Source: an optimization exercise on an open RTL-to-GDS flow (aim: small area). Production flows keep margins and buffers that such runs may drop. At most, simulation tests tie the RTL to the original design; equivalence was not proved.

==> flow/design.v <==
module PSX_DDR_Interface(
  input i_clk,
  input i_rst,
  input i_command,
  input i_writeElseRead,
  input [1:0] i_commandSize,
  input [14:0] i_targetAddr,
  input [2:0] i_subAddr,
  input [15:0] i_writeMask,
  input [255:0] i_dataClient,
  output wire o_busyClient,
  output reg o_dataValidClient,
  output reg [255:0] o_dataClient,
  input i_busyMem,
  input i_dataValidMem,
  input [31:0] i_dataMem,
  output wire o_writeEnableMem,
  output wire o_readEnableMem,
  output wire [7:0] o_burstLength,
  output wire [31:0] o_dataMem,
  output wire [25:0] o_targetAddr,
  output wire [3:0] o_byteEnableMem
);
localparam WAIT_STATE         = 2'b00;
localparam WRITE_STATE        = 2'b01;
localparam READ_REQUEST_STATE = 2'b10;
localparam READ_STATE         = 2'b11;
reg [1:0]  rwState;
reg [2:0]  burstCounter;
reg        sizeBig;
reg        sizeLong;
reg [17:0] targetAddr;
wire started = ~sizeBig | sizeLong;
wire [2:0] beatMask = {sizeBig, sizeBig, sizeLong};
wire lastBeat = &(burstCounter | ~beatMask);
wire inWait  = (rwState == WAIT_STATE);
wire inWrite = (rwState == WRITE_STATE);
wire inRead  = (rwState == READ_STATE);
wire take = inWait & i_command & (started | (i_targetAddr == 15'h0));
wire advance = (inWrite & ~i_busyMem) | (inRead & i_dataValidMem);
assign o_writeEnableMem = inWrite & i_rst;
assign o_readEnableMem = (rwState == READ_REQUEST_STATE) & i_rst;
assign o_busyClient = ~inWait;
assign o_burstLength = {4'h0, sizeBig, 1'b0, sizeLong & ~sizeBig, ~sizeLong};
assign o_targetAddr = {8'h00, targetAddr};
wire [7:0] beatSel = 8'h01 << burstCounter;
reg [31:0] beatData;
reg [1:0]  beatMask2;
integer j;
always @(*)
begin
  beatData = 32'h0;
  beatMask2 = 2'h0;
  for (j = 0; j < 8; j = j + 1)
  begin
    beatData = beatData | ({32{beatSel[j]}} & i_dataClient[32*j +: 32]);
    beatMask2 = beatMask2 | ({2{beatSel[j]}} & i_writeMask[2*j +: 2]);
  end
end
assign o_dataMem = beatData;
assign o_byteEnableMem = {{2{beatMask2[1]}}, {2{beatMask2[0]}}};
always @(posedge i_clk or negedge i_rst)
begin
  if (!i_rst)
  begin
    rwState <= WAIT_STATE;
    burstCounter <= 3'h0;
    sizeBig <= 1'b1;
    sizeLong <= 1'b0;
    o_dataValidClient <= 1'b0;
  end
  else
  begin
    o_dataValidClient <= inRead & i_dataValidMem & lastBeat;
    if (take)
    begin
      sizeBig <= i_commandSize[1];
      sizeLong <= i_commandSize[1] | i_commandSize[0];
      rwState <= i_writeElseRead ? WRITE_STATE : READ_REQUEST_STATE;
    end
    else if (advance)
    begin
      burstCounter <= (burstCounter + 3'h1) & beatMask;
      if (lastBeat)
        rwState <= WAIT_STATE;
    end
    else if ((rwState == READ_REQUEST_STATE) & ~i_busyMem)
      rwState <= READ_STATE;
  end
end
always @(posedge i_clk)
begin
  if (take)
    targetAddr <= {i_targetAddr, i_subAddr};
end
genvar k;
generate
  for (k = 0; k < 7; k = k + 1)
  begin : g_slot
    always @(posedge i_clk)
    begin
      if (i_dataValidMem && beatSel[k])
        o_dataClient[32*k +: 32] <= i_dataMem;
    end
  end
endgenerate
always @(posedge i_clk)
  o_dataClient[255:224] <= i_dataMem;
endmodule
clock: 4.0 ns
lec_check: 0
cap_margin: 20
core_area: 5 5 235 235
die_area: 0 0 240 240
place_density: 0.6
slew_margin: 20
standard.sh (not shown) runs the stock make flow with config.mk's settings and CLKGATE_MAP_FILE= SYNTH_SCRIPT=/design/flow/synth_recipe.tcl, a recipe that flattens the netlist after the stock synthesis.
==> flow/flow/run.sh <==
#!/bin/bash
# Standard layout, but port buffers use the smallest buffer cell and CTS adds
# no dummy loads.
set -euo pipefail
export BUFFER_PORTS_ARGS="-buffer_cell sky130_fd_sc_hd__buf_1"
export CTS_ARGS="-sink_clustering_enable -repair_clock_nets -dont_use_dummy_load"
bash standard.sh > standard.log 2>&1
The baseline ran to the end with no violations.
==> next run, changes <==
==> flow/flow/run.sh (replaced) <==
#!/bin/bash
# Standard layout, but port buffers use the smallest buffer cell and CTS uses
# small clock buffers, larger sink clusters and no dummy loads.
set -euo pipefail
export BUFFER_PORTS_ARGS="-buffer_cell sky130_fd_sc_hd__buf_1"
export CTS_ARGS="-sink_clustering_enable -repair_clock_nets -dont_use_dummy_load -buf_list sky130_fd_sc_hd__clkbuf_4 -root_buf sky130_fd_sc_hd__clkbuf_8 -sink_clustering_size 30 -sink_clustering_max_diameter 80"
bash standard.sh > standard.log 2>&1
CORE_AREA = 5 5 165 165   (was 5 5 235 235)
DIE_AREA = 0 0 170 170   (was 0 0 240 240)
What happened: This time the run died in I/O pin placement (3_2_place_iop) with PPL-0024. Synthesized area does not change. Synthesized cell count is unchanged.
No functional check of the RTL was part of any run of this note.

========
Another version of the RTL of PSX_DDR_Interface (not shown whole).
For scale: about 880 cells after synthesis, about 660 I/O pins, roughly 11000 um^2 of cells after synthesis.
export LEC_CHECK = 0
export ABC_AREA = 1
export CAP_MARGIN = 20
export CORE_AREA = 5 5 235 235
export CTS_BUF_LIST = sky130_fd_sc_hd__clkbuf_4 sky130_fd_sc_hd__clkbuf_8
export DIE_AREA = 0 0 240 240
export PLACE_DENSITY = 0.6
export SLEW_MARGIN = 20
create_clock -name core_clock -period 4.0 [get_ports {i_clk}]
==> flow/flow/run.sh <==
#!/bin/bash
# Standard layout, but port buffers use the smallest buffer cell.
set -euo pipefail
export BUFFER_PORTS_ARGS="-buffer_cell sky130_fd_sc_hd__buf_1"
bash standard.sh > standard.log 2>&1
Change:
==> flow/run.sh (new file) <==
#!/bin/bash
# synth_recipe.tcl (not shown) runs the flow's synth.tcl, then flattens the netlist and writes it again
# the make line also repeats each setting of config.mk as NAME=value (left out here)
make -C /OpenROAD-flow-scripts/flow DESIGN_CONFIG=/design/flow/config.mk WORK_HOME=/design/flow/orfs CLKGATE_MAP_FILE= SYNTH_SCRIPT=/design/flow/synth_recipe.tcl finish
Settings changed: ABC_AREA 1 to unset, CTS_BUF_LIST sky130_fd_sc_hd__clkbuf_4 sky130_fd_sc_hd__clkbuf_8 to unset.
removed: flow/flow/run.sh
removed: flow/standard.sh
The changed run ran to the end with no violations.
Clock skew rises by 5.6 ps.
Design area increases by a quarter to a third.
Hold slack gets better by 400 ps.
Change:
==> flow/flow/run.sh (new file) <==
#!/bin/bash
# Standard layout, but port buffers use the smallest buffer cell.
set -euo pipefail
export BUFFER_PORTS_ARGS="-buffer_cell sky130_fd_sc_hd__buf_1"
bash standard.sh > standard.log 2>&1
==> flow/standard.sh (new file) <==
#!/bin/bash
# synth_recipe.tcl (not shown) runs the flow's synth.tcl, then flattens the netlist and writes it again
# the make line also repeats each setting of config.mk as NAME=value (left out here)
make -C /OpenROAD-flow-scripts/flow DESIGN_CONFIG=/design/flow/config.mk WORK_HOME=/design/flow/orfs CLKGATE_MAP_FILE= SYNTH_SCRIPT=/design/flow/synth_recipe.tcl "${@:-finish}"
removed: flow/run.sh
Result:
- clock skew falls by 8.7 ps
- non-clock buffer count decreases by 10
- global-route usage falls by 1.0 points
- synthesized cell count does not change

==> static timing again, ports no longer ideal <==
The results above use ideal ports. As a check the final layouts listed here were re-extracted and re-timed, cells and wires unchanged. Step 1 (the two cells are an assumption about what drives the block):
set clk [get_ports {i_clk}]
set_driving_cell -lib_cell sky130_fd_sc_hd__clkbuf_16 $clk
set_driving_cell -lib_cell sky130_fd_sc_hd__buf_2 [delete_from_list [all_inputs] $clk]
Step 2 moves the port delays by t, midway between the first and last clock arrival at a register: inputs arrive t later, outputs are due t later. That takes back most of the time a late clock gives input paths. Three values: ideal, step 1, step 2; two values: the first two.
run | shift t [ns] | setup WS [ns] | clock arrival spread, ns
the first run of note 1 | 0.562 | 0.282 / 0.236 / 0.799 | 0.062 / 0.061
the first run of note 2 | 0.572 | 0.491 / 0.449 / 1.021 | 0.021 / 0.022
the second run of note 2 | 0.573 | 0.320 / 0.275 / 0.582 | 0.023 / 0.023
the third run of note 2 | 0.558 | 0.477 / 0.431 / 0.989 | 0.014 / 0.014
After both steps every run listed still meets setup and hold.
